Background: an optimization exercise with open tools, aiming at small area, a short achievable clock period and few clock cycles. Do not read the settings as production practice.
Where RTL was checked, it was by simulation tests only, not by an equivalence proof against the original.
Function not checked in runs 2 to 4: the RTL went through the layout flow alone.

==> config.mk <==
export PLATFORM = sky130hd
export DESIGN_NAME = LearningMachine
export DESIGN_NICKNAME = LearningMachine
export VERILOG_FILES = /design/flow/design.v
export SDC_FILE = /design/flow/constraint.sdc
export NUM_CORES = 4
export LEC_CHECK = 0
export ABC_CLOCK_PERIOD_IN_PS = 5000
export CAP_MARGIN = 20
export CORE_MARGIN = 2
export CORE_UTILIZATION = 40
export SETUP_SLACK_MARGIN = 5
export SLEW_MARGIN = 20
export SYNTH_HIERARCHICAL = 1
export SYNTH_MINIMUM_KEEP_SIZE = 0
==> constraint.sdc <==
create_clock -name core_clock -period 12.0 [get_ports {clk}]
set_input_delay 2.4000 -clock core_clock [delete_from_list [all_inputs] [get_ports {clk}]]
set_output_delay 2.4000 -clock core_clock [all_outputs]
set_load 0.01 [all_outputs]
==> design.v <==
`timescale 1ns/1ns
module Controller(input clk, rst, start, compare, flag, output InitYin, InitW1, InitW2, InitB, InitFlag, InitAlpha, LdX1, LdX2, LdT, Select2, LdYin, LdFlag, LdAlphaT, LdW1, LdW2, LdB,ReadEn,Ready, output [1:0] Select1, Sel1, Sel2);
	reg initYin, initW1, initW2, initB, initFlag, initAlpha, ldX1, ldX2, ldT, select2, ldYin, ldFlag, ldAlphaT, ldW1, ldW2, ldB;
	reg [1:0] select1, sel1, sel2;
	reg [3:0] ns, ps;
	reg ldCnt, cntDown;
	reg readEn, ready;
	wire co;
	reg [7:0] Cout;
	always@(ps, start, co, compare, flag)begin
		ns = 4'b0;
		case(ps)
			4'b0000: begin
				ns = (start)? 4'b0001 : 4'b0000;
			  end
			4'b0001: begin
				ns = 4'b0010;
				end
			4'b0010: begin
				ns = 4'b0011;
				end
			4'b0011: begin
				ns = 4'b0100;
				end
			4'b0100: begin
				ns = 4'b0101;
				end
			4'b0101: begin
				ns = compare ? 4'b0110 : 4'b1010;
				end
			4'b0110: begin
				ns = 4'b0111;
				end
			4'b0111: begin
				ns = 4'b1000;
				end
			4'b1000: begin
				ns = 4'b1001;
				end
			4'b1001: begin
				ns = 4'b1010;
				end
			4'b1010: begin
				ns = (co == 0) ? 4'b0010 : 
				     (flag == 1) ? 4'b1011 : 
				     (flag == 0) ? 4'b0000 : 4'b1010;
				end
			4'b1011: begin
			  ns = 4'b0010;
			  end
			default: ns = 4'b0000;
		endcase
	end
	always@(ps)begin
		{initYin, initW1, initW2, initB, initFlag, ldCnt, initAlpha, ldX1, ldX2, ldT, cntDown, select2, ldYin, ldFlag, ldAlphaT, ldW1, ldW2, ldB} = 18'b0;
		readEn = 1'b0;
		ready = 1'b0;
		select1 = 2'b0;
		sel1 = 2'b0;
		sel2 = 2'b0;
		case(ps)
			4'b0000: begin
				ready = 1;
			  end
			4'b0001: begin
				initW1 = 1;
				initW2 = 1;
				initB = 1;
				initYin = 1;
				ldCnt = 1;
				initAlpha = 1;
				end
			4'b0010: begin
				ldX1 = 1;
				ldX2 = 1;
				ldT = 1;
				cntDown = 1;
				readEn = 1;
				end
			4'b0011: begin
				sel1 = 2'b00;
				sel2 = 2'b01;
				select1 = 2'b01;
				select2 = 1;
				ldYin = 1;
				end
			4'b0100: begin
				sel1 = 2'b01;
				sel2 = 2'b10;
				select1 = 2'b00;
				select2 = 1;
				ldYin = 1;
				end
			4'b0101: begin
				end
			4'b0110: begin
				sel1 = 2'b10;
				sel2 = 2'b0;
				ldAlphaT = 1;
				ldFlag = 1;
				end
			4'b0111: begin
				sel1 = 2'b11;
				sel2 = 2'b01;
				select2 = 1;
				select1 = 2'b10;
				ldW1 = 1;
				end
			4'b1000: begin
				sel1 = 2'b11;
				sel2 = 2'b10;
				select2 = 1;
				select1 = 2'b11;
				ldW2 = 1;
				end
			4'b1001: begin
				select2 = 0;
				select1 = 2'b01;
				ldB = 1;
				end
			4'b1010: begin
				end
			4'b1011: begin
			  ldCnt = 1;
			  initFlag = 1;
			  end
		endcase
	end
	always@(posedge clk,posedge rst)begin
		if(rst) ps <= 4'b0000;
		else ps <= ns;
	end
	always@(posedge clk, posedge rst)begin
	  if(rst)
	    Cout = 8'b11001000;
	  else begin
	    if(ldCnt) Cout <= 8'b11001000;
	    else if(cntDown) Cout <= Cout - 1;
	  end
  end
  assign co = ~|{Cout};
  assign InitYin = initYin;
  assign InitW1 = initW1;
  assign InitW2 = initW2;
  assign InitB = initB;
  assign InitFlag = initFlag;
  assign LdCnt = ldCnt;
  assign InitAlpha = initAlpha;
  assign LdX1 = ldX1;
  assign LdX2 = ldX2;
  assign LdT = ldT;
  assign CntDown = cntDown;
  assign Select1 = select1;
  assign Select2 = select2;
  assign LdYin = ldYin;
  assign LdFlag = ldFlag;
  assign LdAlphaT = ldAlphaT;
  assign LdW1 = ldW1;
  assign LdW2 = ldW2;
  assign LdB = ldB;
  assign Sel1 = sel1;
  assign Sel2 = sel2;
  assign ReadEn = readEn;
  assign Ready = ready;
endmodule
`timescale 1ns/1ns
module FlagReg(input clk,rst,loadData,initVal, output out);
  reg outData;
  assign out = outData;
  always@(posedge clk, posedge rst)begin
    if(rst) outData <= 1'b0;
    else
    begin
      if(initVal) outData <= 1'b0;
      else
    begin
    if (loadData) outData <= 1'b1;
    else outData <= outData;
    end
  end
  end
endmodule
`timescale 1ns/1ns
module Reg2bit(input clk,rst,loadData,initVal, input [1:0] inData, output[1:0] out);
  reg [1:0] outData;
  assign out = outData;
  always@(posedge clk, posedge rst)begin
    if(rst) outData <= 2'b0;
    else
    begin
      if(initVal) outData <= 2'b0;
      else
    begin
    if (loadData) outData <= inData;
    else outData <= outData;
    end
  end
  end
endmodule
`timescale 1ns/1ns
module Reg3bit(input clk,rst,loadData,initVal, input [2:0] inData, output[2:0] out);
  reg [2:0] outData;
  assign out = outData;
  always@(posedge clk, posedge rst)begin
    if(rst) outData <= 3'b0;
    else
    begin
      if(initVal) outData <= 3'b0;
      else
    begin
    if (loadData) outData <= inData;
    else outData <= outData;
    end
  end
  end
endmodule
`timescale 1ns/1ns
module Reg7bit(input clk,rst,loadData,initVal, input [6:0] inData, output[6:0] out);
  reg [6:0] outData;
  assign out = outData;
  always@(posedge clk, posedge rst)begin
    if(rst) outData <= 7'b0;
    else
    begin
      if(initVal) outData <= 7'b0;
      else
    begin
    if (loadData) outData <= inData;
    else outData <= outData;
    end
  end
  end
endmodule
`timescale 1ns/1ns
module Reg14bit(input clk,rst,loadData,initVal, input [13:0] inData, output[13:0] out);
  reg [13:0] outData;
  assign out = outData;
  always@(posedge clk, posedge rst)begin
    if(rst) outData <= 14'b0;
    else
    begin
      if(initVal) outData <= 14'b0;
      else
    begin
    if (loadData) outData <= inData;
    else outData <= outData;
    end
  end
  end
endmodule
`timescale 1ns/1ns
module Mux2to1(input select, input [13:0]in1,in2, output [13:0]MuxOut);
  assign MuxOut = ~select ? in1 : in2;
endmodule
`timescale 1ns/1ns
module Mux4to1(input [1:0]select, input [13:0]in1,in2,in3,in4, output [13:0]MuxOut);
  assign MuxOut = select==2'b00 ? in1 :
          select==2'b01 ? in2 :
          select==2'b10 ? in3 :
          select==2'b11 ? in4 : 14'bz;
endmodule
`timescale 1ns/1ns
module adder( input [13:0] op1, op2, output [13:0] result );
  assign result = op1 + op2;
endmodule
`timescale 1ns/1ns
module multiplier( input [13:0] op1, op2, output [13:0] result );
  wire [27:0] w;
  wire signed [13:0] operand1,operand2;
  assign operand1 = op1;
  assign operand2 = op2;
  assign w = operand1 * operand2;
  assign result = w[21:8];
endmodule
`timescale 1ns/1ns
module DataPath(input clk,rst, input [6:0] x1Data,x2Data, input [1:0] tData, input InitYin, InitW1, InitW2, InitB, InitFlag, InitAlpha, LdX1, LdX2, LdT, Select2, LdYin, LdFlag, LdAlphaT, LdW1, LdW2, LdB, input [1:0]  Select1, Sel1, Sel2, output compare, flag, output[1:0] signYin, output[13:0] w1,w2,b,Yin);
  wire [6:0] x1,x2;
  wire [1:0] t;
  wire [2:0] alpha,alphaT;
  wire [13:0] AddOut,MultOut,MultOp1,MultOp2,AddOp1,AddOp2;
  wire [13:0] castedT,castedAlphaT,castedAlpha,castedX1,castedX2;
  assign castedT = t[1] ? {4'b1111, t, 8'b0}: {4'b0, t, 8'b0};
  assign castedAlphaT = alphaT[2] ? {5'b11111, alphaT, 6'b0}: {5'b0, alphaT, 6'b0};
  assign castedAlpha = alpha[2] ? {5'b11111, alpha, 6'b0}: {5'b0, alpha, 6'b0};
  assign castedX1 = x1[6] ? {3'b111, x1, 4'b0}: {3'b0, x1, 4'b0};
  assign castedX2 = x2[6] ? {3'b111, x2, 4'b0}: {3'b0, x2, 4'b0};
  FlagReg FLAG(clk,rst,LdFlag,InitFlag, flag);
  Reg2bit T(clk,rst,LdT,1'b0,tData,t);
  Reg3bit ALPHA(clk,rst,InitAlpha,1'b0,3'b011, alpha);
  Reg3bit ALPHAT(clk,rst,LdAlphaT,1'b0,MultOut[8:6], alphaT);
  Reg7bit X1(clk,rst,LdX1,1'b0,x1Data, x1);
  Reg7bit X2(clk,rst,LdX2,1'b0,x2Data, x2);
  Reg14bit W1(clk,rst,LdW1,InitW1,AddOut, w1);
  Reg14bit W2(clk,rst,LdW2,InitW2,AddOut, w2);
  Reg14bit B (clk,rst,LdB,InitB,AddOut, b);
  Reg14bit YIN (clk,rst,LdYin,InitYin,AddOut, Yin);
  Mux4to1 MULTOP1(Sel1,w1,w2,castedT,castedAlphaT, MultOp1);
  Mux4to1 MULTOP2(Sel2,castedAlpha,castedX1,castedX2,14'b0, MultOp2);
  Mux4to1 ADDOP1(Select1,Yin,b,w1,w2, AddOp1);
  Mux2to1 ADDOP2(Select2,castedAlphaT,MultOut, AddOp2);
  multiplier MULTIPLIER(MultOp1,MultOp2, MultOut);
  adder ADDER(AddOp1,AddOp2, AddOut);
  assign compare = (Yin == 14'b0) ? 1 : (Yin[13] ^ t[1]);
  assign signYin = Yin[13] ? 2'b11 : 2'b01;  
endmodule
`timescale 1ns/1ns
module LearningMachine(input clk,rst, start, input [6:0] x1Data,x2Data, input [1:0] tData, output[1:0] signYin, output[13:0] w1,w2,b,Yin,output ReadEn, Ready);
  reg busy, rdEn, valid;
  reg xlast, flag;
  reg [7:0] cnt;      
  reg [6:0] x1, x2;
  reg [3:0] o1, o2;      
  reg [2:0] tw1, tw2;    
  reg t;
  reg [11:0] u1, u2;
  reg [7:0] v;
  reg [13:0] yReg;
  wire [13:0] ya, yb;
  wire [11:0] u1n, u2n;
  wire n1;
  wire n2;
  wire n3;
  wire n4;
  wire n5;
  wire n6;
  wire n7;
  wire n8;
  wire n9;
  wire n10;
  wire n11;
  wire n12;
  wire n13;
  wire n14;
  wire n15;
  wire n16;
  wire n17;
  wire n18;
  wire n19;
  wire n20;
  wire n21;
  wire n22;
  wire n23;
  wire n24;
  wire n25;
  wire n26;
  wire n27;
  wire n28;
  wire n29;
  wire n30;
  wire n31;
  wire n32;
  wire n33;
  wire n34;
  wire n35;
  wire n36;
  wire n37;
  wire n38;
  wire n39;
  wire n40;
  wire n41;
  wire n42;
  wire n43;
  wire n44;
  wire n45;
  wire n46;
  wire n47;
  wire n48;
  wire n49;
  wire n50;
  wire n51;
  wire n52;
  wire n53;
  wire n54;
  wire n55;
  wire n56;
  wire n57;
  wire n58;
  wire n59;
  wire n60;
  wire n61;
  wire n62;
  wire n63;
  wire n64;
  wire n65;
  wire n66;
  wire n67;
  wire n68;
  wire n69;
  wire n70;
  wire n71;
  wire n72;
  wire n73;
  wire n74;
  wire n75;
  wire n76;
  wire n77;
  wire n78;
  wire n79;
  wire n80;
  wire n81;
  wire n82;
  wire n83;
  wire n84;
  wire n85;
  wire n86;
  wire n87;
  wire n88;
  wire n89;
  wire n90;
  wire n91;
  wire n92;
  wire n93;
  wire n94;
  wire n95;
  wire n96;
  wire n97;
  wire n98;
  wire n99;
  wire s100;
  wire c101;
  wire s102;
  wire c103;
  wire s104;
  wire c105;
  wire s106;
  wire c107;
  wire s108;
  wire c109;
  wire s110;
  wire c111;
  wire s112;
  wire c113;
  wire s114;
  wire c115;
  wire s116;
  wire c117;
  wire s118;
  wire c119;
  wire s120;
  wire c121;
  wire s122;
  wire c123;
  wire s124;
  wire c125;
  wire s126;
  wire c127;
  wire s128;
  wire c129;
  wire s130;
  wire c131;
  wire s132;
  wire c133;
  wire s134;
  wire c135;
  wire s136;
  wire c137;
  wire s138;
  wire c139;
  wire s140;
  wire c141;
  wire s142;
  wire c143;
  wire s144;
  wire c145;
  wire s146;
  wire c147;
  wire s148;
  wire c149;
  wire s150;
  wire c151;
  wire s152;
  wire c153;
  wire s154;
  wire c155;
  wire s156;
  wire c157;
  wire s158;
  wire c159;
  wire s160;
  wire c161;
  wire s162;
  wire c163;
  wire s164;
  wire c165;
  wire s166;
  wire c167;
  wire s168;
  wire c169;
  wire s170;
  wire c171;
  wire s172;
  wire c173;
  wire s174;
  wire c175;
  wire s176;
  wire c177;
  wire s178;
  wire c179;
  wire s180;
  wire c181;
  wire s182;
  wire c183;
  wire s184;
  wire c185;
  wire s186;
  wire c187;
  wire s188;
  wire c189;
  wire s190;
  wire c191;
  wire s192;
  wire c193;
  wire s194;
  wire c195;
  wire s196;
  wire c197;
  wire s198;
  wire c199;
  wire s200;
  wire c201;
  wire s202;
  wire c203;
  wire s204;
  wire c205;
  wire s206;
  wire c207;
  wire s208;
  wire c209;
  wire s210;
  wire c211;
  wire s212;
  wire c213;
  wire s214;
  wire c215;
  wire s216;
  wire c217;
  wire s218;
  wire c219;
  wire s220;
  wire c221;
  wire s222;
  wire c223;
  wire s224;
  wire c225;
  wire s226;
  wire c227;
  wire s228;
  wire c229;
  wire s230;
  wire c231;
  wire s232;
  wire c233;
  wire s234;
  wire c235;
  wire s236;
  wire c237;
  wire s238;
  wire c239;
  wire s240;
  wire c241;
  wire s242;
  wire c243;
  wire s244;
  wire c245;
  wire s246;
  wire c247;
  wire s248;
  wire c249;
  wire s250;
  wire c251;
  wire s252;
  wire c253;
  wire s254;
  wire c255;
  wire s256;
  wire c257;
  wire s258;
  wire c259;
  wire s260;
  wire c261;
  wire s262;
  wire c263;
  wire s264;
  wire c265;
  wire s266;
  wire c267;
  wire s268;
  wire c269;
  wire s270;
  wire c271;
  wire s272;
  wire c273;
  wire s274;
  wire c275;
  wire s276;
  wire c277;
  wire s278;
  wire c279;
  wire s280;
  wire c281;
  wire s282;
  wire c283;
  wire s284;
  wire c285;
  wire s286;
  wire c287;
  wire s288;
  wire c289;
  wire s290;
  wire c291;
  wire s292;
  wire c293;
  wire s294;
  wire c295;
  wire s296;
  wire c297;
  wire g298;
  wire p299;
  wire g300;
  wire p301;
  wire g302;
  wire p303;
  wire g304;
  wire p305;
  wire g306;
  wire p307;
  wire g308;
  wire p309;
  wire g310;
  wire p311;
  wire g312;
  wire p313;
  wire g314;
  wire p315;
  wire g316;
  wire p317;
  wire g318;
  wire p319;
  wire g320;
  wire p321;
  wire g322;
  wire p323;
  wire g324;
  wire p325;
  wire g326;
  wire p327;
  wire g328;
  wire p329;
  wire g330;
  wire p331;
  wire g332;
  wire p333;
  wire g334;
  wire p335;
  wire g336;
  wire p337;
  wire g338;
  wire p339;
  wire g340;
  wire p341;
  wire g342;
  wire p343;
  wire g344;
  wire p345;
  wire g346;
  wire p347;
  wire y348;
  wire y349;
  wire y350;
  wire y351;
  wire y352;
  wire y353;
  wire y354;
  wire y355;
  wire y356;
  wire y357;
  wire y358;
  wire y359;
  wire y360;
  assign n1 = ((o1[0] & u1[0])) ^ x1[1];
  assign n2 = ((o1[0] & u1[1]) | (tw1[0] & u1[0])) ^ x1[1];
  assign n3 = ((o1[0] & u1[2]) | (tw1[0] & u1[1])) ^ x1[1];
  assign n4 = ((o1[0] & u1[3]) | (tw1[0] & u1[2])) ^ x1[1];
  assign n5 = ((o1[0] & u1[4]) | (tw1[0] & u1[3])) ^ x1[1];
  assign n6 = ((o1[0] & u1[5]) | (tw1[0] & u1[4])) ^ x1[1];
  assign n7 = ((o1[0] & u1[6]) | (tw1[0] & u1[5])) ^ x1[1];
  assign n8 = ((o1[0] & u1[7]) | (tw1[0] & u1[6])) ^ x1[1];
  assign n9 = ((o1[0] & u1[8]) | (tw1[0] & u1[7])) ^ x1[1];
  assign n10 = ((o1[0] & u1[9]) | (tw1[0] & u1[8])) ^ x1[1];
  assign n11 = ((o1[0] & u1[10]) | (tw1[0] & u1[9])) ^ x1[1];
  assign n12 = ((o1[0] & u1[11]) | (tw1[0] & u1[10])) ^ x1[1];
  assign n13 = ~(((o1[0] & u1[11]) | (tw1[0] & u1[11])) ^ x1[1]);
  assign n14 = ((o1[1] & u1[0])) ^ x1[3];
  assign n15 = ((o1[1] & u1[1]) | (tw1[1] & u1[0])) ^ x1[3];
  assign n16 = ((o1[1] & u1[2]) | (tw1[1] & u1[1])) ^ x1[3];
  assign n17 = ((o1[1] & u1[3]) | (tw1[1] & u1[2])) ^ x1[3];
  assign n18 = ((o1[1] & u1[4]) | (tw1[1] & u1[3])) ^ x1[3];
  assign n19 = ((o1[1] & u1[5]) | (tw1[1] & u1[4])) ^ x1[3];
  assign n20 = ((o1[1] & u1[6]) | (tw1[1] & u1[5])) ^ x1[3];
  assign n21 = ((o1[1] & u1[7]) | (tw1[1] & u1[6])) ^ x1[3];
  assign n22 = ((o1[1] & u1[8]) | (tw1[1] & u1[7])) ^ x1[3];
  assign n23 = ((o1[1] & u1[9]) | (tw1[1] & u1[8])) ^ x1[3];
  assign n24 = ((o1[1] & u1[10]) | (tw1[1] & u1[9])) ^ x1[3];
  assign n25 = ((o1[1] & u1[11]) | (tw1[1] & u1[10])) ^ x1[3];
  assign n26 = ~(((o1[1] & u1[11]) | (tw1[1] & u1[11])) ^ x1[3]);
  assign n27 = ((o1[2] & u1[0])) ^ x1[5];
  assign n28 = ((o1[2] & u1[1]) | (tw1[2] & u1[0])) ^ x1[5];
  assign n29 = ((o1[2] & u1[2]) | (tw1[2] & u1[1])) ^ x1[5];
  assign n30 = ((o1[2] & u1[3]) | (tw1[2] & u1[2])) ^ x1[5];
  assign n31 = ((o1[2] & u1[4]) | (tw1[2] & u1[3])) ^ x1[5];
  assign n32 = ((o1[2] & u1[5]) | (tw1[2] & u1[4])) ^ x1[5];
  assign n33 = ((o1[2] & u1[6]) | (tw1[2] & u1[5])) ^ x1[5];
  assign n34 = ((o1[2] & u1[7]) | (tw1[2] & u1[6])) ^ x1[5];
  assign n35 = ((o1[2] & u1[8]) | (tw1[2] & u1[7])) ^ x1[5];
  assign n36 = ((o1[2] & u1[9]) | (tw1[2] & u1[8])) ^ x1[5];
  assign n37 = ((o1[2] & u1[10]) | (tw1[2] & u1[9])) ^ x1[5];
  assign n38 = ((o1[2] & u1[11]) | (tw1[2] & u1[10])) ^ x1[5];
  assign n39 = (o1[3] & u1[0]);
  assign n40 = x1[6] & ~((o1[3] & u1[0]));
  assign n41 = ((o1[3] & u1[1])) ^ x1[6];
  assign n42 = ((o1[3] & u1[2])) ^ x1[6];
  assign n43 = ((o1[3] & u1[3])) ^ x1[6];
  assign n44 = ((o1[3] & u1[4])) ^ x1[6];
  assign n45 = ((o1[3] & u1[5])) ^ x1[6];
  assign n46 = ((o1[3] & u1[6])) ^ x1[6];
  assign n47 = ((o1[3] & u1[7])) ^ x1[6];
  assign n48 = ((o1[3] & u1[8])) ^ x1[6];
  assign n49 = ((o1[3] & u1[9])) ^ x1[6];
  assign n50 = n1 & x1[1] & n2;
  assign n51 = ((o2[0] & u2[0])) ^ x2[1];
  assign n52 = ((o2[0] & u2[1]) | (tw2[0] & u2[0])) ^ x2[1];
  assign n53 = ((o2[0] & u2[2]) | (tw2[0] & u2[1])) ^ x2[1];
  assign n54 = ((o2[0] & u2[3]) | (tw2[0] & u2[2])) ^ x2[1];
  assign n55 = ((o2[0] & u2[4]) | (tw2[0] & u2[3])) ^ x2[1];
  assign n56 = ((o2[0] & u2[5]) | (tw2[0] & u2[4])) ^ x2[1];
  assign n57 = ((o2[0] & u2[6]) | (tw2[0] & u2[5])) ^ x2[1];
  assign n58 = ((o2[0] & u2[7]) | (tw2[0] & u2[6])) ^ x2[1];
  assign n59 = ((o2[0] & u2[8]) | (tw2[0] & u2[7])) ^ x2[1];
  assign n60 = ((o2[0] & u2[9]) | (tw2[0] & u2[8])) ^ x2[1];
  assign n61 = ((o2[0] & u2[10]) | (tw2[0] & u2[9])) ^ x2[1];
  assign n62 = ((o2[0] & u2[11]) | (tw2[0] & u2[10])) ^ x2[1];
  assign n63 = ~(((o2[0] & u2[11]) | (tw2[0] & u2[11])) ^ x2[1]);
  assign n64 = ((o2[1] & u2[0])) ^ x2[3];
  assign n65 = ((o2[1] & u2[1]) | (tw2[1] & u2[0])) ^ x2[3];
  assign n66 = ((o2[1] & u2[2]) | (tw2[1] & u2[1])) ^ x2[3];
  assign n67 = ((o2[1] & u2[3]) | (tw2[1] & u2[2])) ^ x2[3];
  assign n68 = ((o2[1] & u2[4]) | (tw2[1] & u2[3])) ^ x2[3];
  assign n69 = ((o2[1] & u2[5]) | (tw2[1] & u2[4])) ^ x2[3];
  assign n70 = ((o2[1] & u2[6]) | (tw2[1] & u2[5])) ^ x2[3];
  assign n71 = ((o2[1] & u2[7]) | (tw2[1] & u2[6])) ^ x2[3];
  assign n72 = ((o2[1] & u2[8]) | (tw2[1] & u2[7])) ^ x2[3];
  assign n73 = ((o2[1] & u2[9]) | (tw2[1] & u2[8])) ^ x2[3];
  assign n74 = ((o2[1] & u2[10]) | (tw2[1] & u2[9])) ^ x2[3];
  assign n75 = ((o2[1] & u2[11]) | (tw2[1] & u2[10])) ^ x2[3];
  assign n76 = ~(((o2[1] & u2[11]) | (tw2[1] & u2[11])) ^ x2[3]);
  assign n77 = ((o2[2] & u2[0])) ^ x2[5];
  assign n78 = ((o2[2] & u2[1]) | (tw2[2] & u2[0])) ^ x2[5];
  assign n79 = ((o2[2] & u2[2]) | (tw2[2] & u2[1])) ^ x2[5];
  assign n80 = ((o2[2] & u2[3]) | (tw2[2] & u2[2])) ^ x2[5];
  assign n81 = ((o2[2] & u2[4]) | (tw2[2] & u2[3])) ^ x2[5];
  assign n82 = ((o2[2] & u2[5]) | (tw2[2] & u2[4])) ^ x2[5];
  assign n83 = ((o2[2] & u2[6]) | (tw2[2] & u2[5])) ^ x2[5];
  assign n84 = ((o2[2] & u2[7]) | (tw2[2] & u2[6])) ^ x2[5];
  assign n85 = ((o2[2] & u2[8]) | (tw2[2] & u2[7])) ^ x2[5];
  assign n86 = ((o2[2] & u2[9]) | (tw2[2] & u2[8])) ^ x2[5];
  assign n87 = ((o2[2] & u2[10]) | (tw2[2] & u2[9])) ^ x2[5];
  assign n88 = ((o2[2] & u2[11]) | (tw2[2] & u2[10])) ^ x2[5];
  assign n89 = ((o2[3] & u2[0])) ^ x2[6];
  assign n90 = ((o2[3] & u2[1])) ^ x2[6];
  assign n91 = ((o2[3] & u2[2])) ^ x2[6];
  assign n92 = ((o2[3] & u2[3])) ^ x2[6];
  assign n93 = ((o2[3] & u2[4])) ^ x2[6];
  assign n94 = ((o2[3] & u2[5])) ^ x2[6];
  assign n95 = ((o2[3] & u2[6])) ^ x2[6];
  assign n96 = ((o2[3] & u2[7])) ^ x2[6];
  assign n97 = ((o2[3] & u2[8])) ^ x2[6];
  assign n98 = ((o2[3] & u2[9])) ^ x2[6];
  assign n99 = n51 & x2[1] & n52;
  LM_fa fs100(x1[3], x2[3], n3, s100, c101);
  LM_fa fs102(x1[5], x2[5], n5, s102, c103);
  LM_ha hs104(n6, n17, s104, c105);
  LM_fa fs106(x2[6], n7, n18, s106, c107);
  LM_fa fs108(n29, n39, n57, s108, c109);
  LM_fa fs110(n8, n19, n30, s110, c111);
  LM_fa fs112(n40, n41, n58, s112, c113);
  LM_ha hs114(n69, n80, s114, c115);
  LM_fa fs116(v[0], n9, n20, s116, c117);
  LM_fa fs118(n31, n42, n59, s118, c119);
  LM_fa fs120(n70, n81, n91, s120, c121);
  LM_fa fs122(v[1], n10, n21, s122, c123);
  LM_fa fs124(n32, n43, n60, s124, c125);
  LM_fa fs126(n71, n82, n92, s126, c127);
  LM_fa fs128(v[2], n11, n22, s128, c129);
  LM_fa fs130(n33, n44, n61, s130, c131);
  LM_fa fs132(n72, n83, n93, s132, c133);
  LM_fa fs134(v[3], n12, n23, s134, c135);
  LM_fa fs136(n34, n45, n62, s136, c137);
  LM_fa fs138(n73, n84, n94, s138, c139);
  LM_fa fs140(v[4], n13, n24, s140, c141);
  LM_fa fs142(n35, n46, n63, s142, c143);
  LM_fa fs144(n74, n85, n95, s144, c145);
  LM_fa fs146(1'b1, v[5], n25, s146, c147);
  LM_fa fs148(n36, n47, n75, s148, c149);
  LM_ha hs150(n86, n96, s150, c151);
  LM_fa fs152(1'b1, v[6], n26, s152, c153);
  LM_fa fs154(n37, n48, n76, s154, c155);
  LM_ha hs156(n87, n97, s156, c157);
  LM_fa fs158(v[7], n38, n49, s158, c159);
  LM_ha hs160(n88, n98, s160, c161);
  LM_fa fs162(n14, n50, n53, s162, c163);
  LM_fa fs164(n4, n15, n54, s164, c165);
  LM_fa fs166(n16, n27, n55, s166, c167);
  LM_ha hs168(n66, n77, s168, c169);
  LM_fa fs170(n28, n56, n67, s170, c171);
  LM_fa fs172(n78, s104, c103, s172, c173);
  LM_fa fs174(n68, n79, n89, s174, c175);
  LM_fa fs176(c105, s106, s108, s176, c177);
  LM_fa fs178(n90, s114, c107, s178, c179);
  LM_fa fs180(c109, s110, s112, s180, c181);
  LM_fa fs182(c115, c111, c113, s182, c183);
  LM_fa fs184(s116, s118, s120, s184, c185);
  LM_fa fs186(c117, c119, c121, s186, c187);
  LM_fa fs188(s122, s124, s126, s188, c189);
  LM_fa fs190(c123, c125, c127, s190, c191);
  LM_fa fs192(s128, s130, s132, s192, c193);
  LM_fa fs194(c129, c131, c133, s194, c195);
  LM_fa fs196(s134, s136, s138, s196, c197);
  LM_fa fs198(c135, c137, c139, s198, c199);
  LM_fa fs200(s140, s142, s144, s200, c201);
  LM_fa fs202(s150, c141, c143, s202, c203);
  LM_fa fs204(c145, s146, s148, s204, c205);
  LM_fa fs206(c151, s156, c147, s206, c207);
  LM_fa fs208(c149, s152, s154, s208, c209);
  LM_fa fs210(t, c157, s160, s210, c211);
  LM_fa fs212(c153, c155, s158, s212, c213);
  LM_ha hs214(n64, n99, s214, c215);
  LM_fa fs216(n65, c101, c163, s216, c217);
  LM_fa fs218(s168, c165, s102, s218, c219);
  LM_fa fs220(c169, c167, s170, s220, c221);
  LM_fa fs222(c171, s174, c173, s222, c223);
  LM_fa fs224(c175, s178, c177, s224, c225);
  LM_fa fs226(c179, c181, s182, s226, c227);
  LM_fa fs228(c183, c185, s186, s228, c229);
  LM_fa fs230(c187, c189, s190, s230, c231);
  LM_fa fs232(c191, c193, s194, s232, c233);
  LM_fa fs234(c195, c197, s198, s234, c235);
  LM_fa fs236(c199, c201, s202, s236, c237);
  LM_fa fs238(c203, s206, c205, s238, c239);
  LM_fa fs240(c207, s210, c209, s240, c241);
  LM_ha hs242(s214, s100, s242, c243);
  LM_fa fs244(c215, s164, s216, s244, c245);
  LM_fa fs246(s166, c217, s218, s246, c247);
  LM_fa fs248(c219, s172, s220, s248, c249);
  LM_fa fs250(c221, s176, s222, s250, c251);
  LM_fa fs252(s180, c223, s224, s252, c253);
  LM_fa fs254(s184, c225, s226, s254, c255);
  LM_fa fs256(s188, c227, s228, s256, c257);
  LM_fa fs258(s192, c229, s230, s258, c259);
  LM_fa fs260(s196, c231, s232, s260, c261);
  LM_fa fs262(s200, c233, s234, s262, c263);
  LM_fa fs264(s204, c235, s236, s264, c265);
  LM_fa fs266(s208, c237, s238, s266, c267);
  LM_fa fs268(s212, c239, s240, s268, c269);
  assign ya = {c267, c265, c263, c261, c259, c257, c255, c253, c251, c249, c247, c245, c243, s242};
  assign yb = {s268, s266, s264, s262, s260, s258, s256, s254, s252, s250, s248, s246, s244, s162};
  LM_ha hs270(s242, s162, s270, c271);
  LM_ha hs272(c243, s244, s272, c273);
  LM_ha hs274(c245, s246, s274, c275);
  LM_ha hs276(c247, s248, s276, c277);
  LM_ha hs278(c249, s250, s278, c279);
  LM_ha hs280(c251, s252, s280, c281);
  LM_ha hs282(c253, s254, s282, c283);
  LM_ha hs284(c255, s256, s284, c285);
  LM_ha hs286(c257, s258, s286, c287);
  LM_ha hs288(c259, s260, s288, c289);
  LM_ha hs290(c261, s262, s290, c291);
  LM_ha hs292(c263, s264, s292, c293);
  LM_ha hs294(c265, s266, s294, c295);
  LM_ha hs296(c267, s268, s296, c297);
  LM_g qg298(c273, s272, c271, g298);
  LM_gp qg300(c277, s276, c275, s274, g300, p301);
  LM_gp qg302(c281, s280, c279, s278, g302, p303);
  LM_gp qg304(c285, s284, c283, s282, g304, p305);
  LM_gp qg306(c289, s288, c287, s286, g306, p307);
  LM_gp qg308(c293, s292, c291, s290, g308, p309);
  LM_gp qg310(c297, s296, c295, s294, g310, p311);
  LM_g qg312(c275, s274, g298, g312);
  LM_g qg314(g300, p301, g298, g314);
  LM_gp qg316(c283, s282, g302, p303, g316, p317);
  LM_gp qg318(g304, p305, g302, p303, g318, p319);
  LM_gp qg320(c291, s290, g306, p307, g320, p321);
  LM_gp qg322(g308, p309, g306, p307, g322, p323);
  LM_g qg324(c279, s278, g314, g324);
  LM_g qg326(g302, p303, g314, g326);
  LM_g qg328(g316, p317, g314, g328);
  LM_g qg330(g318, p319, g314, g330);
  LM_gp qg332(c295, s294, g322, p323, g332, p333);
  LM_gp qg334(g310, p311, g322, p323, g334, p335);
  LM_g qg336(c287, s286, g330, g336);
  LM_g qg338(g306, p307, g330, g338);
  LM_g qg340(g320, p321, g330, g340);
  LM_g qg342(g322, p323, g330, g342);
  LM_g qg344(g332, p333, g330, g344);
  LM_g qg346(g334, p335, g330, g346);
  assign y348 = s272 ^ c271;
  assign y349 = s274 ^ g298;
  assign y350 = s276 ^ g312;
  assign y351 = s278 ^ g314;
  assign y352 = s280 ^ g324;
  assign y353 = s282 ^ g326;
  assign y354 = s284 ^ g328;
  assign y355 = s286 ^ g330;
  assign y356 = s288 ^ g336;
  assign y357 = s290 ^ g338;
  assign y358 = s292 ^ g340;
  assign y359 = s294 ^ g342;
  assign y360 = s296 ^ g344;
  assign yt = {y360, y359, y358, y357, y356, y355, y354, y353, y352, y351, y350, y349, y348, s270};
  wire [5:0] xl1 = x1[5:0] ^ {6{t}};
  wire xs1 = x1[6] ^ t;
  assign u1n = u1 + {4'd0, ~xs1, xs1, xl1} + {4'd0, ~xs1, xl1, t} + {4'b1111, 6'd0, t, 1'b0};
  wire [5:0] xl2 = x2[5:0] ^ {6{t}};
  wire xs2 = x2[6] ^ t;
  assign u2n = u2 + {4'd0, ~xs2, xs2, xl2} + {4'd0, ~xs2, xl2, t} + {4'b1111, 6'd0, t, 1'b0};
  wire [13:0] yt;    
  wire [13:0] y = {yt[13] ^ t, yt[12:0]};
  wire [13:0] zx = ya ^ yb ^ {ya[12:0] | yb[12:0], 1'b0} ^ {t, 13'd0};
  wire yzero = ~|zx;
  wire mis = yzero | yt[13];
  wire upd = valid & mis;
  wire clr = ~busy & start;
  wire [7:0] vn = v + {{6{t}}, ~t, 1'b1};    
  wire last = (cnt == 8'd14);
  function [6:0] booth(input [6:0] x);
    reg [8:0] e;
    integer i;
    begin
      e = {x[6], x, 1'b0};
      for (i = 0; i < 4; i = i + 1)
        booth[i] = e[2*i+1] ^ e[2*i];
      for (i = 0; i < 3; i = i + 1)
        booth[4+i] = (e[2*i+2] & ~e[2*i+1] & ~e[2*i]) | (~e[2*i+2] & e[2*i+1] & e[2*i]);
    end
  endfunction
  wire [6:0] bd1 = booth(x1Data);
  wire [6:0] bd2 = booth(x2Data);
  always @(posedge clk) begin
    x1 <= x1Data; x2 <= x2Data; t <= tData[1];
    o1 <= bd1[3:0]; tw1 <= bd1[6:4];
    o2 <= bd2[3:0]; tw2 <= bd2[6:4];
  end
  always @(posedge clk) begin
    if (!busy) begin
      xlast <= 1'b0; flag <= 1'b0; cnt <= 8'd1;
    end else begin
      if (rdEn) begin
        xlast <= last;
        cnt <= last ? 8'd1 : {cnt[6:0], cnt[7] ^ cnt[5] ^ cnt[4] ^ cnt[3]};
      end
      if (rdEn && last) flag <= 1'b0;
      else if (upd && !xlast) flag <= 1'b1;
    end
  end
  always @(posedge clk, posedge rst) begin
    if (rst) begin
      busy <= 1'b0; rdEn <= 1'b0; valid <= 1'b0;
      u1 <= 12'd0; u2 <= 12'd0; v <= 8'd0; yReg <= 14'd0;
    end else begin
      if (valid) yReg <= y;
      u1 <= upd ? u1n : u1 & {12{~clr}};
      u2 <= upd ? u2n : u2 & {12{~clr}};
      v <= upd ? vn : v & {8{~clr}};
      if (!busy) begin
        if (start) begin
          busy <= 1'b1; rdEn <= 1'b1; valid <= 1'b0;
        end
      end else begin
        valid <= rdEn;
        if (rdEn && last) begin
          rdEn <= flag | upd;
        end else if (!rdEn && xlast && valid) begin
          rdEn <= mis;
          busy <= mis;
        end
      end
    end
  end
  assign w1 = {u1, 2'b00};
  assign w2 = {u2, 2'b00};
  assign b = {v, 6'b0};
  assign Yin = yReg;
  assign signYin = {yReg[13], 1'b1};
  assign ReadEn = rdEn;
  assign Ready = ~busy;
endmodule
module LM_fa(input a, b, c, output s, co);
  assign s = a ^ b ^ c;
  assign co = (a & b) | (a & c) | (b & c);
endmodule
module LM_ha(input a, b, output s, co);
  assign s = a ^ b;
  assign co = a & b;
endmodule
module LM_gp(input gh, ph, gl, pl, output g, p);
  assign g = gh | (ph & gl);
  assign p = ph & pl;
endmodule
module LM_g(input gh, ph, gl, output g);
  assign g = gh | (ph & gl);
endmodule
==> flow/run.sh <==
#!/bin/bash
set -euo pipefail
bash standard.sh SETUP_SLACK_MARGIN=8.5 'BUFFER_PORTS_ARGS=-buffer_cell sky130_fd_sc_hd__buf_1' finish > standard_make.log 2>&1
==> standard.sh <==
#!/bin/bash
# synth_recipe.tcl (not shown) runs the flow's synth.tcl, then flattens the netlist and writes it again
# the make line also repeats each setting of config.mk as NAME=value (left out here)
make -C /OpenROAD-flow-scripts/flow DESIGN_CONFIG=/design/flow/config.mk WORK_HOME=/design/flow/orfs CLKGATE_MAP_FILE= SYNTH_SCRIPT=/design/flow/synth_recipe.tcl "${@:-finish}"
==> impl_metrics.yaml, run 1 <==
layout:
  seqCellArea_um2: 2058
  final_common_cell: "xnor2_1"
  finalInstanceArea_um2: 11070
  diodes: 0
  nFillCells: 2013
  fin_nets: 1188
  final_cell_mix: "110 x xnor2_1, 61 x inv_1, 58 x fa_1, 51 x buf_1, 50 x ha_1"
  drive_gt1_frac: 0.2737
  synthToLayoutAreaGrowth_pct: 25.45
  multiInputGateArea_um2: 6875
route:
  drc: 0
  dr.max_layer_used: "met4"
  ant_nets: 0
  wl_met2_um: 11110
  wl_met1_um: 10300
  firstDrtPassIters: 5
  vias: 6871
  routed-wl-met3_um: 1260
  drt-total-wl_um: 23250
  drtIter0Drc: 396
  viasPerCell: 5.273
  post_drt_wl_per_cell_um: 17.84
place:
  dpl_cell_area_um2: 9226
  dp_hpwl_um: 15510
  gp_congestion: 0.8544
  portBuffers: 66
setup_path:
  r2r-start: "u1[9]"
  arrival_ns: 5.20
  timing.rr.end: "u2[11]"
  cp_num_buf_inv: 3
  worst_setup_path_end_kind: "flop"
  cpPeakStageDelay_ns: 0.62
  cp_common_cell: "a21o_1"
  critical_path.startpoint_type: "flop"
  reg2reg_depth: 18
  path_delay_family: "adder cells"
  crit_path_max_fanout: 6
  path_class: "reg2reg"
  worstPathRequired_ns: 12.24
  cpMaxStageDelayCell: "fa_2"
  path_cells: "a22oi_2 -> xnor2_2 -> fa_2 -> fa_1 -> fa_1 -> fa_2 -> ha_4 -> and2_4 -> a21o_1 -> a21o_1 -> a21o_1 -> xnor2_2 -> nand2b_4 -> o41a_4 -> buf_12 -> buf_12 -> clkbuf_16 -> o21ai_1"
  rrSetupSlack_ns: 7.05
die:
  core_area_um2: 21760
  dieArea_um2: 23270
  die_y_um: 152.5
  initial_utilization: 0.4057
  die_width_um: 152.5
  io_pins: 79
  rows: 54
sta:
  slew_headroom: 0.5391
  rsz0062_at_grt: "true"
  finClkSkew_ns: 0.01197
  fin_setup_tns_ns: 0
  slew_viol_final: 0
  final.min_clock_period_ns: 4.954
  fmax_mhz: 201.8
  finalHoldViolCount: 0
  finalSetupViolCount: 0
  tightestPinTransition_ns: 0.6914
  finalCritPeriodShare: 0.4129
global_route:
  antenna_found_initial: 0
  grt_pass1_wl_um: 37340
  grt_max_degree: 50
  track_usage: 0.2027
  grt-ovfl-total: 0
  first_global_vias: 6792
clock_tree:
  insertion_delay_ns: 0.36
  cts_buffers: 9
  clkTransAtPathRegs_ns: 0.07
  cts-root-buf: "clkbuf_16"
  cts_max_path_buffers: 2
  cts_tree: "built"
  hold_buffers: 0
  htreeDepth: 3
  numClockSinks: 86
yosys:
  netlist.area_leader.share: 0.2041
  synthArstFlopShare: 0.5698
  yosysUniqueCellTypes: 50
  syn-instance-count: 925
  yosys_register_bits: 86
  ys.flop_type: "dfrtp_1"
  syn_area_um2: 8826
  yosysTopAreaCell: "fa_1"
  synth.avg_cell_area_um2: 9.542
  yosysSeqAreaShare: 0.2229
  ys.warnings.count: 8
  synthTopCellsByArea: "fa_1 20%, dfrtp_1 14%, xnor2_1 13%, ha_1 8.6%, dfxtp_1 8.4%"
  synth-edff-count: 0
min_path:
  hold-path-cell-count: 1
  holdPathEnd: "flag"
  hp-class: "reg2reg"
  hold_start: "flag"
flow_run:
  drv_cap: 0
status:
  status: "no timing/DRC/antenna violations"
[Yosys stat by module, one instance, submodules excluded]
module           cells  cell area (µm²)  flops+latches
LM_fa                1            20.02              0
LearningMachine    794             6782             86
LM_g                 1            7.507              0
LM_gp                2            13.76              0
LM_ha                1            12.51              0
[stage by stage]
| stage | std cells | setup slack, ns | utilization | hold WS, ns |
|---|---|---|---|---|
| after floorplan | 936 | 7.129 | - | 0.4352 |
| after global placement | 1208 | 6.094 | 0.4241 | 0.4432 |
| after detailed placement | 1208 | 6.023 | 0.4241 | 0.4490 |
| after CTS | 1283 | 7.099 | 0.4940 | 0.4640 |
| after global routing | 1303 | 6.924 | 0.5089 | 0.5036 |
| final | 1303 | 7.046 | 0.5089 | 0.4611 |
[worst register-to-register path, cell delays in order, from the launching register on]
cell	delay (ns)
dfrtp_2	0.49
a22oi_2	0.26
xnor2_2	0.10
fa_2	0.39
fa_1	0.57
fa_1	0.45
fa_2	0.62
ha_4	0.24
and2_4	0.16
a21o_1	0.18
a21o_1	0.15
a21o_1	0.18
xnor2_2	0.15
nand2b_4	0.15
o41a_4	0.25
buf_12	0.16
buf_12	0.11
clkbuf_16	0.14
o21ai_1	0.07
[area by class of cell]
cell class	instances	area share
clock buffers	12	0.02317
well taps	280	0.03164
clock inverters	4	0.006893
repair buffers	150	0.1093
inverters	64	0.02215
multi-input cells	707	0.6210
flip-flops and latches	86	0.1859
[synth_stat cells (3+ instances only)]
master    count
buf_1        13
inv_1        63
xnor2_1     131
nor2b_1       6
clkbuf_1     51
o41ai_1       3
nand3_1      31
nand2_1      45
nand3b_1      4
ha_1         61
mux2i_1       6
o21bai_1      3
dfrtp_1      49
buf_4        12
o21ai_0      45
a31oi_1       4
a21oi_1      31
fa_1         90
xor2_1       38
nor2_1       40
a21o_1       30
nand2b_1     14
o21a_1        3
dfxtp_1      37
buf_6         3
nor3_1        6
a22oi_1      64
and2_1       14
[worst max path at each step]
| stage | startpoint | depth (start not counted) | slack [ns] | to |
|---|---|---|---|---|
| 3_5_place_dp | o1[0] | 18 | 6.02 | u1[0] |
| 4_1_cts | u1[5] | 18 | 7.10 | u1[11] |
| 6_report | u1[9] | 18 | 7.05 | u2[11] |
| 5_1_grt | u1[8] | 19 | 6.92 | v[6] |
| 3_3_place_gp | x1[3] | 16 | 6.09 | u2[8] |
| 2_1_floorplan | u1[6] | 19 | 7.13 | u1[11] |
[flip-flops by register name (all words and copies together), names as in the netlist]
name,flops
cnt,8
x1,6
tw2,3
valid,1
u1,12
xlast,1
yReg,14
tw1,3
t,1
x2,6
o2,4
v,8
u2,12
busy,1
o1,4
flag,1
rdEn,1
[what timing repair did]
| item | CTS | global route |
|---|---|---|
| endpoints found under the hold margin | 0 | 0 |
| gates resized for setup | 186 | 45 |
| setup endpoints to repair | 72 | 65 |
| pin swaps | 77 | 38 |
| cloned | 4 | 1 |
| buffers inserted | 55 | 19 |
[metal layers]
layer | vias to the layer above | GRT usage
li1 | 3255 | -
met1 | 3390 | 0.2817
met2 | 193 | 0.3202
met3 | 33 | 0.03441
met4 | 0 | 0.07275
met5 | - | 0
[cells by family after synthesis]
family / count (synthesis) / synth area share
compound gates: 197 / 0.1477
mux: 8 / 0.009356
flops: 86 / 0.2229
xor+xnor: 169 / 0.1677
simple gates: 169 / 0.09243
fa+ha+maj: 151 / 0.2906
buf+inv: 143 / 0.06847
other cells: 2 / 0.0008509
Testbench counts, summed over its fixed seeds: cycles 145,544.
==> run 2: changes to the inputs <==
--- a/design.v
+++ b/design.v
@@ -677,6 +677,20 @@
   wire y358;
   wire y359;
   wire y360;
+  wire z361;
+  wire z362;
+  wire z363;
+  wire z364;
+  wire z365;
+  wire z366;
+  wire z367;
+  wire z368;
+  wire z369;
+  wire z370;
+  wire z371;
+  wire z372;
+  wire z373;
+  wire z374;
   assign n1 = ((o1[0] & u1[0])) ^ x1[1];
   assign n2 = ((o1[0] & u1[1]) | (tw1[0] & u1[0])) ^ x1[1];
   assign n3 = ((o1[0] & u1[2]) | (tw1[0] & u1[1])) ^ x1[1];
@@ -916,6 +930,21 @@
   assign y359 = s294 ^ g342;
   assign y360 = s296 ^ g344;
   assign yt = {y360, y359, y358, y357, y356, y355, y354, y353, y352, y351, y350, y349, y348, s270};
+  assign z361 = s272 ^ (c271 | s270);
+  assign z362 = s274 ^ (c273 | s272);
+  assign z363 = s276 ^ (c275 | s274);
+  assign z364 = s278 ^ (c277 | s276);
+  assign z365 = s280 ^ (c279 | s278);
+  assign z366 = s282 ^ (c281 | s280);
+  assign z367 = s284 ^ (c283 | s282);
+  assign z368 = s286 ^ (c285 | s284);
+  assign z369 = s288 ^ (c287 | s286);
+  assign z370 = s290 ^ (c289 | s288);
+  assign z371 = s292 ^ (c291 | s290);
+  assign z372 = s294 ^ (c293 | s292);
+  assign z373 = s296 ^ (c295 | s294);
+  assign z374 = z373 ^ t;
+  assign zx = {z374, z372, z371, z370, z369, z368, z367, z366, z365, z364, z363, z362, z361, s270};
   wire [5:0] xl1 = x1[5:0] ^ {6{t}};
   wire xs1 = x1[6] ^ t;
   assign u1n = u1 + {4'd0, ~xs1, xs1, xl1} + {4'd0, ~xs1, xl1, t} + {4'b1111, 6'd0, t, 1'b0};
@@ -924,7 +953,7 @@
   assign u2n = u2 + {4'd0, ~xs2, xs2, xl2} + {4'd0, ~xs2, xl2, t} + {4'b1111, 6'd0, t, 1'b0};
   wire [13:0] yt;    
   wire [13:0] y = {yt[13] ^ t, yt[12:0]};
-  wire [13:0] zx = ya ^ yb ^ {ya[12:0] | yb[12:0], 1'b0} ^ {t, 13'd0};
+  wire [13:0] zx;
   wire yzero = ~|zx;
   wire mis = yzero | yt[13];
   wire upd = valid & mis;
==> run 2 against run 1 <==
Against the previous run: clock skew decreased by 0.00053 ns; fmax down 1.8%; final area increased by 0.84%; cell count shrank 0.46%; sequential share of layout area decreased by 0.076 points.
==> impl_metrics.yaml, run 2 <==
layout:
  drive_gt1_frac: 0.3112
  fin_nets: 1174
  diodes: 0
  largest_reg_flops: 14
  regMostFlops: "yReg"
  final_common_cell: "xnor2_1"
  synthToLayoutAreaGrowth_pct: 28.33
  final_cell_mix: "112 x xnor2_1, 62 x fa_1, 61 x buf_4, 52 x nand2_1, 51 x buf_1"
  top_regs: "yReg (14), u1 (12), u2 (12)"
setup_path:
  crit_start: "u2[8]"
  cp_common_cell: "a21o_1"
  reg2reg_depth: 18
  critical_path.startpoint_type: "flop"
  worstPathRequired_ns: 12.26
  path_delay_family: "adder cells"
  crit_path_max_fanout: 7
  worst_setup_path_end_kind: "flop"
  cp_num_cells: 18
  cpPeakStageDelay_ns: 0.62
  arrival_ns: 5.30
  path_cells: "buf_4 -> a22oi_1 -> xnor2_1 -> ha_1 -> fa_1 -> fa_1 -> fa_2 -> ha_4 -> and2_1 -> a21o_1 -> a21o_1 -> a21o_1 -> xnor2_2 -> o31ai_4 -> buf_12 -> nand2_8 -> mux2_1 -> a21o_1"
  cp_num_buf_inv: 2
  cpMaxStageDelayCell: "fa_2"
  r2r-start: "u2[8]"
  path_class: "reg2reg"
die:
  initial_utilization: 0.4112
  die_width_um: 151.5
  rows: 53
  die_y_um: 151.5
  dieArea_um2: 22940
  core_area_um2: 21150
  io_pins: 79
clock_tree:
  insertion_delay_ns: 0.36
  cts_tree: "built"
  cts-root-buf: "clkbuf_16"
  htreeDepth: 3
  hold_buffers: 0
  clkTransAtPathRegs_ns: 0.07
  cts_max_path_buffers: 2
  cts_buffers: 9
  numClockSinks: 86
global_route:
  grt_pass1_wl_um: 37220
  grt-ovfl-total: 0
  grt_max_degree: 50
  first_global_vias: 6714
  track_usage: 0.2136
  antenna_found_initial: 0
yosys:
  yosysSeqAreaShare: 0.2261
  synth.avg_cell_area_um2: 9.623
  synth_top_cells_by_count: "124 x xnor2_1, 90 x fa_1, 64 x a22oi_1, 52 x nand2_1, 50 x clkbuf_1"
  yosysMostFrequentCell: "xnor2_1"
  yosysUniqueCellTypes: 55
  ys.flop_type: "dfrtp_1"
  syn-instance-count: 904
  yosys_register_bits: 86
  synth-edff-count: 0
  synthArstFlopShare: 0.5698
  netlist.area_leader.share: 0.2071
  synthTopCellsByArea: "fa_1 21%, dfrtp_1 14%, xnor2_1 12%, dfxtp_1 8.5%, ha_1 6.9%"
  yosysTopAreaCell: "fa_1"
  ys.warnings.count: 8
  syn_area_um2: 8700
sta:
  finalHoldViolCount: 0
  finalCritPeriodShare: 0.4205
  tightestPinTransition_ns: 0.8718
  rsz0062_at_grt: "true"
  worst_slack_ns: 6.954
  fin_setup_tns_ns: 0
  finalSetupViolCount: 0
  finClkSkew_ns: 0.01144
  slew_headroom: 0.4188
  slew_viol_final: 0
  fmax_mhz: 198.2
  final.min_clock_period_ns: 5.046
place:
  post-place-ws_ns: 5.990
  portBuffers: 66
  dp_hpwl_um: 15080
  gp_congestion: 0.7937
route:
  drc: 0
  viasPerCell: 5.305
  vias: 6881
  post_drt_wl_per_cell_um: 18.26
  firstDrtPassIters: 5
  drtIter0Drc: 370
  drt-total-wl_um: 23690
  ant_nets: 0
min_path:
  hold-path-cell-count: 1
  hp-class: "reg2reg"
  hold_start: "flag"
status:
  status: "no timing/DRC/antenna violations"
flow_run:
  drv_cap: 0
==> run 2: cell types whose count changed in the layout (fill, tap and decap cells not counted), sizes merged, moves of 4 or more <==
cell / delta
o21a: +7
nand2: +12
nor3: +7
nand2b: -4
a21o: +4
xor2: -7
o211ai: +5
nor3b: +5
ha: -13
xnor2: -7
buf: +17
inv: -21
o21ai: -10
==> run 2: metal layers <==
| metal | wire length, µm | global-route usage |
|---|---|---|
| met5 | 0 | 0 |
| met1 | 10910 | 0.2958 |
| met3 | 1090 | 0.03503 |
| met2 | 11260 | 0.3450 |
| met4 | 433 | 0.06308 |
==> run 2: layout make-up <==
| cell class | count | area, µm² |
|---|---|---|
| Clock buffer | 10 | 229.0 |
| Clock inverter | 6 | 68.82 |
| Fill cell | 1897 | 9990 |
| Inverter | 40 | 153.9 |
| Multi-Input combinational cell | 713 | 7004 |
| Sequential cell | 86 | 2067 |
| Tap cell | 275 | 344.1 |
| Timing Repair Buffer | 167 | 1297 |
==> run 2: stage by stage <==
step	utilization	hold WS, ns	cell area, µm²	std cells
floorplan	-	0.4352	9255	915
global placement	0.4395	0.4464	9296	1180
detailed placement	0.4395	0.4538	9296	1180
CTS	0.5078	0.4703	10740	1268
global route	0.5278	0.4926	11160	1297
finish	0.5278	0.4665	11160	1297
==> run 2: cell families (layout without fill, tap and decap cells) <==
family | Yosys count | in the layout | share of synthesized area
AND/OR/NAND/NOR | 181 | 185 | 0.09953
AO/OA/AOI/OAI | 211 | 211 | 0.1681
multiplexers | 11 | 11 | 0.01338
adder cells (fa/ha/maj) | 138 | 138 | 0.2761
flip-flops | 86 | 86 | 0.2261
other | 2 | 13 | 0.0008633
XOR/XNOR | 155 | 155 | 0.1569
buffers and inverters | 120 | 223 | 0.05897
==> run 2: per-module statistics from Yosys (local to each module, per instance) <==
| module | cell area [µm²] | times used | cells | flip-flops and latches |
|---|---|---|---|---|
| LearningMachine | 6655 | 1 | 773 | 86 |
| LM_fa | 20.02 | 77 | 1 | 0 |
| LM_gp | 13.76 | 10 | 2 | 0 |
| LM_ha | 12.51 | 22 | 1 | 0 |
| LM_g | 7.507 | 12 | 1 | 0 |
==> run 2: path summary, 6_finish.rpt <==
| kind | endpoint | slack (ns) |
|---|---|---|
| setup / recovery | v[7] | 6.95 |
| hold / removal | flag | 0.47 |
| setup reg to reg | v[7] | 6.95 |
| hold reg to reg | flag | 0.47 |
| max in group asynchronous | v[1] | 9.24 |
| min in group asynchronous | yReg[13] | 2.25 |
==> run 2: what timing repair did <==
action	CTS	global route
pin swaps	52	16
gates cloned	3	1
gates resized for setup	167	46
setup buffers	69	28
setup endpoints to repair	72	68
==> run 2: worst reg2reg max path, delay by kind of cell (launching register included) <==
family          cells  cell delay (ns)
fa+ha+maj           5             2.16
compound gates      6             0.99
flops               1             0.48
xor+xnor            2             0.36
mux                 1             0.35
buf+inv             2             0.32
simple gates        2             0.31
==> run 3: changes to the inputs <==
==> flow/run.sh (replaced) <==
#!/bin/bash
set -euo pipefail
bash standard.sh SETUP_SLACK_MARGIN=8 'BUFFER_PORTS_ARGS=-buffer_cell sky130_fd_sc_hd__buf_1' finish > standard_make.log 2>&1
==> run 3 against run 2 <==
Against the previous run: final area fell by 2.1%; flip-flop and latch count is the same; highest routed layer unchanged; sequential share of layout area is 0.40 points higher; register-to-register slack improved by 0.02 ns; first-iteration DRC count up 16%; routed wire length fell by 1.6%; hold slack lost 0.0012 ns; global-route usage shrank 0.48 points; worst setup slack gained 0.017 ns; core utilization fell by 1.1 points; still clean.
==> impl_metrics.yaml, run 3 <==
die:
  core_area_um2: 21150
  die_width_um: 151.5
  rows: 53
  io_pins: 79
  die_y_um: 151.5
  initial_utilization: 0.4112
  dieArea_um2: 22940
yosys:
  synthTopCellsByArea: "fa_1 21%, dfrtp_1 14%, xnor2_1 12%, dfxtp_1 8.5%, ha_1 6.9%"
  synth_top_cells_by_count: "124 x xnor2_1, 90 x fa_1, 64 x a22oi_1, 52 x nand2_1, 50 x clkbuf_1"
  synthMuxAreaShare: 0.01338
  syn_area_um2: 8700
  syn-instance-count: 904
  yosysTopAreaCell: "fa_1"
  yosysSeqAreaShare: 0.2261
  yosysMostFrequentCell: "xnor2_1"
  synth.avg_cell_area_um2: 9.623
  yosysUniqueCellTypes: 55
  synth_xor_area_frac: 0.1569
  synth-compound-area-share: 0.1681
  synth_simple_gate_area_share: 0.09953
  ys.warnings.count: 8
  synth-edff-count: 0
  synth_top_family_by_area: "adder cells"
  netlist.area_leader.share: 0.2071
  synthArstFlopShare: 0.5698
  yosys_register_bits: 86
  synth-adder-area-share: 0.2761
  ys.flop_type: "dfrtp_1"
layout:
  regMostFlops: "yReg"
  nFillCells: 1904
  drive_gt1_frac: 0.2704
  synthToLayoutAreaGrowth_pct: 25.59
  final_cell_mix: "109 x xnor2_1, 66 x buf_1, 64 x fa_1, 62 x buf_4, 52 x nand2_1"
  largest_reg_flops: 14
  top_regs: "yReg (14), u1 (12), u2 (12)"
  final_common_cell: "xnor2_1"
  fin_nets: 1158
  diodes: 0
setup_path:
  path_class: "reg2reg"
  rrSetupSlack_ns: 6.97
  crit_path_max_fanout: 6
  timing.rr.end: "v[7]"
  worstPathRequired_ns: 12.26
  arrival_ns: 5.28
  critical_path.startpoint_type: "flop"
  worst_setup_path_end_kind: "flop"
  r2r-start: "u1[4]"
  reg2reg_depth: 18
place:
  portBuffers: 66
  dp_hpwl_um: 15080
  gp_congestion: 0.8019
min_path:
  hp-class: "reg2reg"
  hold_start: "flag"
  hold-path-cell-count: 1
  holdPathEnd: "flag"
global_route:
  track_usage: 0.2088
  grt_max_degree: 50
  grt_pass1_wl_um: 36560
  first_global_vias: 6573
  grt-ovfl-total: 0
  antenna_found_initial: 0
route:
  post_drt_wl_per_cell_um: 18.19
  vias: 6833
  drt-total-wl_um: 23310
  firstDrtPassIters: 6
  drtIter0Drc: 428
  viasPerCell: 5.334
  drc: 0
  ant_nets: 0
clock_tree:
  htreeDepth: 3
  cts_buffers: 9
  insertion_delay_ns: 0.36
  cts_tree: "built"
  numClockSinks: 86
  hold_buffers: 0
  cts-root-buf: "clkbuf_16"
  clkTransAtPathRegs_ns: 0.07
  cts_max_path_buffers: 2
sta:
  fin_setup_tns_ns: 0
  rsz0062_at_grt: "true"
  tightestPinTransition_ns: 0.7069
  finalHoldViolCount: 0
  timing.hold.ws_ns: 0.4653
  slew_viol_final: 0
  final.min_clock_period_ns: 5.029
  finalCritPeriodShare: 0.4191
  slew_headroom: 0.5287
  finClkSkew_ns: 0.005934
  finalSetupViolCount: 0
  fmax_mhz: 198.9
flow_run:
  drv_cap: 0
status:
  status: "no timing/DRC/antenna violations"
[run 3: cell types whose count changed in the layout (fill, tap and decap cells not counted), moves of 4 or more]
cell      previous run  this run
clkbuf_2             5         0
dfrtp_2             28        22
o21ai_1             13         9
buf_1               51        66
ha_1                35        39
dfrtp_1             21        27
buf_6               38        10
buf_16               0         5
[run 3: kinds of logic after synthesis]
group	count (synthesis)
AO/OA/AOI/OAI	211
XOR/XNOR	155
adder cells (fa/ha/maj)	138
buffers and inverters	120
flip-flops	86
multiplexers	11
other	2
AND/OR/NAND/NOR	181
[run 3: per-stage QoR]
step                      cell area [µm²]  utilization  std cells  setup slack [ns]
final                               10930       0.5165       1281             6.971
after CTS                           10520       0.4975       1261             6.997
after floorplan                      9221            -        915             7.208
after detailed placement             9270       0.4382       1181             5.932
after global routing                10930       0.5165       1281             6.830
after global placement               9270       0.4382       1181             5.978
[run 3: final cells by class]
class,count,area [µm²],share of cell area
multi-input cells,710,6893,0.6309
flip-flops and latches,86,2067,0.1892
repair buffers,154,1166,0.1067
well taps,275,344.1,0.03149
clock buffers,10,229.0,0.02096
inverters,40,150.1,0.01374
clock inverters,6,76.32,0.006986
[run 3: critical path: stages (launching register included)]
cell	delay, ns
dfrtp_2	0.45
buf_4	0.15
a22oi_2	0.19
xnor2_2	0.14
fa_2	0.47
fa_2	0.38
fa_1	0.47
fa_1	0.55
ha_4	0.23
a21o_1	0.19
a21o_1	0.20
a21o_4	0.20
a21o_1	0.20
xnor2_2	0.21
o31ai_4	0.14
nand2_4	0.13
buf_12	0.15
mux2_4	0.30
a21o_1	0.15
[run 3: worst max path at each step]
stage                from     end  slack (ns)  depth (start not counted)
global route        u2[5]    v[7]        6.83                         18
detailed placement  o2[0]    v[7]        5.93                         17
CTS                 u2[6]    v[7]        7.00                         17
finish              u1[4]    v[7]        6.97                         18
global placement    o2[0]    v[7]        5.98                         17
floorplan           u1[9]  u1[11]        7.21                         15
[run 3: per-module statistics from Yosys, one instance, submodules excluded]
module           area (µm²)  copies in the design  cells inside  flops+latches
LM_fa                 20.02                    77             1              0
LM_ha                 12.51                    22             1              0
LM_g                  7.507                    12             1              0
LearningMachine        6655                     1           773             86
LM_gp                 13.76                    10             2              0
[run 3: layer usage]
layer / up-vias / GRT usage / part of all wire
li1: 3254 / - / -
met1: 3392 / 0.2894 / 0.46
met2: 162 / 0.3484 / 0.48
met3: 25 / 0.02904 / 0.037
met4: 0 / 0.04626 / 0.016
met5: - / 0 / 0
[run 3: timing repair]
item,CTS,global route
buffers inserted,57,20
cloned,7,0
hold endpoints to repair,0,0
pin swaps,40,21
endpoints found under the setup margin,44,42
gates resized for setup,103,57
==> run 4: changes to the inputs <==
==> flow/run.sh (replaced) <==
#!/bin/bash
set -euo pipefail
bash standard.sh SETUP_SLACK_MARGIN=7.5 'BUFFER_PORTS_ARGS=-buffer_cell sky130_fd_sc_hd__buf_1' finish > standard_make.log 2>&1
==> run 4 against run 3 <==
Against the previous run: still clean; final area decreased by 3.9%; hold slack got worse by 0.0050 ns; worst setup slack got worse by 0.053 ns; critical path depth unchanged; sequential share of layout area increased by 0.53 points; routed wire length decreased by 2.7%; register-to-register slack got worse by 0.05 ns; fmax decreased by 1.1%; non-clock buffer count decreased by 24; flip-flop and latch count unchanged; highest routed layer unchanged.
==> impl_metrics.yaml, run 4 <==
clock_tree:
  numClockSinks: 86
  clkTransAtPathRegs_ns: 0.07
  cts_max_path_buffers: 2
  cts_tree: "built"
  htreeDepth: 3
  cts_buffers: 9
min_path:
  hold_start: "flag"
  hp-class: "reg2reg"
die:
  initial_utilization: 0.4112
  dieArea_um2: 22940
  die_width_um: 151.5
  core_area_um2: 21150
  die_y_um: 151.5
  rows: 53
sta:
  slew_viol_final: 0
  tightestPinTransition_ns: 0.8981
  fin_setup_tns_ns: 0
  finClkSkew_ns: 0.01103
  finalSetupViolCount: 0
  fmax_mhz: 196.8
  finalHoldViolCount: 0
  finalCritPeriodShare: 0.4235
  slew_headroom: 0.4013
layout:
  seqCellArea_um2: 2042
  synthToLayoutAreaGrowth_pct: 20.68
  final_common_cell: "xnor2_1"
  regMostFlops: "yReg"
  nFillCells: 1923
  diodes: 0
  fin_nets: 1138
  final_cell_mix: "115 x xnor2_1, 66 x fa_1, 66 x buf_1, 54 x buf_4, 52 x nand2_1"
  multiInputGateArea_um2: 6877
setup_path:
  cpPeakStageDelay_ns: 0.59
  cp_num_buf_inv: 2
  worstPathRequired_ns: 12.25
  rrSetupSlack_ns: 6.92
  worst_setup_path_end_kind: "flop"
  critical_path.startpoint_type: "flop"
  cp_common_cell: "a21o_1"
  r2r-start: "u2[7]"
  crit_start: "u2[7]"
  path_class: "reg2reg"
global_route:
  grt_max_degree: 50
  grt_pass1_wl_um: 36870
  grt-ovfl-total: 0
  antenna_found_initial: 0
flow_run:
  drv_cap: 0
route:
  drtIter0Drc: 444
  drc: 0
  viasPerCell: 5.292
  drt-total-wl_um: 22680
  firstDrtPassIters: 5
  vias: 6673
yosys:
  netlist.area_leader.share: 0.2071
  synth-edff-count: 0
  yosysMostFrequentCell: "xnor2_1"
  synthArstFlopShare: 0.5698
  ys.flop_type: "dfrtp_1"
  synth.avg_cell_area_um2: 9.623
  syn_area_um2: 8700
  yosysSeqAreaShare: 0.2261
  yosysTopAreaCell: "fa_1"
  synth_top_cells_by_count: "124 x xnor2_1, 90 x fa_1, 64 x a22oi_1, 52 x nand2_1, 50 x clkbuf_1"
  syn-instance-count: 904
place:
  gp_congestion: 0.8228
  dp_hpwl_um: 15060
  portBuffers: 66
status:
  status: "no timing/DRC/antenna violations"
-- run 4: metal layers --
layer	vias to the layer above	wire length [µm]	global-route usage	part of all wire
li1	3202	-	-	-
met1	3292	10700	0.2950	0.47
met2	147	10290	0.3312	0.45
met3	32	997	0.03533	0.044
met4	0	684	0.07430	0.030
met5	-	0	0	0
-- run 4: through the flow --
| stage | cells | setup slack [ns] | area, µm² | hold slack [ns] | util |
|---|---|---|---|---|---|
| floorplan | 915 | 7.207 | 9221 | 0.4352 | - |
| global placement | 1180 | 5.978 | 9263 | 0.4494 | 0.4379 |
| detailed placement | 1180 | 5.949 | 9263 | 0.4475 | 0.4379 |
| CTS | 1245 | 6.962 | 10270 | 0.4616 | 0.4854 |
| global route | 1261 | 6.746 | 10500 | 0.4692 | 0.4963 |
| finish | 1261 | 6.918 | 10500 | 0.4603 | 0.4963 |
-- run 4: worst paths after layout --
path / end / depth (start not counted)
worst max-delay path: v[7] / 18
worst min-delay path: flag / 1
worst max register to register: v[7] / 18
worst min register to register: flag / 1
max in group asynchronous: u1[4] / 3
min in group asynchronous: busy / 3
-- run 4: cells by family after synthesis --
kind of cell,after synthesis,synth area share
compound gates,211,0.1681
xor+xnor,155,0.1569
fa+ha+maj,138,0.2761
buf+inv,120,0.05897
flops,86,0.2261
mux,11,0.01338
other cells,2,0.0008633
simple gates,181,0.09953
-- run 4: worst reg2reg max path: cells and delay by family (launching register included) --
kind / cells / cell delay [ns]
AOI/OAI and AO/OA: 6 / 0.98
xor gates and xnor gates: 2 / 0.35
adders and majority gates: 5 / 2.20
buffers and inverters: 2 / 0.33
DFF: 1 / 0.48
muxes: 1 / 0.32
and+or+nand+nor: 2 / 0.31
-- run 4: what timing repair did --
action                                  CTS  global route
gates resized for setup                  95            24
hold buffers                              0             0
endpoints found under the setup margin   40            40
setup buffers                            44            16
gates cloned                              5             0
endpoints found under the hold margin     0             0
pin swaps                                31            32
-- run 4: modules after synthesis (local to each module, per instance) --
module	flip-flops and latches	area, µm²
LM_fa	0	20.02
LM_g	0	7.507
LM_gp	0	13.76
LM_ha	0	12.51
LearningMachine	86	6655
-- run 4: area by class of cell --
class / count / share of cell area
Timing Repair Buffer: 130 / 0.07460
Sequential cell: 86 / 0.1945
Clock inverter: 5 / 0.005720
Tap cell: 275 / 0.03277
Multi-Input combinational cell: 714 / 0.6550
Clock buffer: 11 / 0.02312
Inverter: 40 / 0.01430

static timing again, ports no longer ideal:
Ports are ideal in the flow. The routed layouts listed here were re-timed in OpenROAD. Step 1 (the two cells are an assumption about what drives the block):
set clk [get_ports {clk}]
set_driving_cell -lib_cell sky130_fd_sc_hd__clkbuf_16 $clk
set_driving_cell -lib_cell sky130_fd_sc_hd__buf_2 [delete_from_list [all_inputs] $clk]
Step 2 also shifts input and output timing later by t, the mid clock arrival at the registers, as if the neighbouring blocks saw the same clock. a / b / c = ideal / step 1 / step 2; a / b = the first two.
| run | t (ns) | setup WS [ns] | cell pins on the clock port's net |
|---|---|---|---|
| run 1 | 0.397 | 7.046 / 7.046 / 7.046 | 1 |
| run 2 | 0.400 | 6.954 / 6.954 / 6.954 | 1 |
| run 3 | 0.403 | 6.971 / 6.971 / 6.971 | 1 |
| run 4 | 0.398 | 6.918 / 6.918 / 6.918 | 1 |
After both steps setup and hold are still met in every run listed.
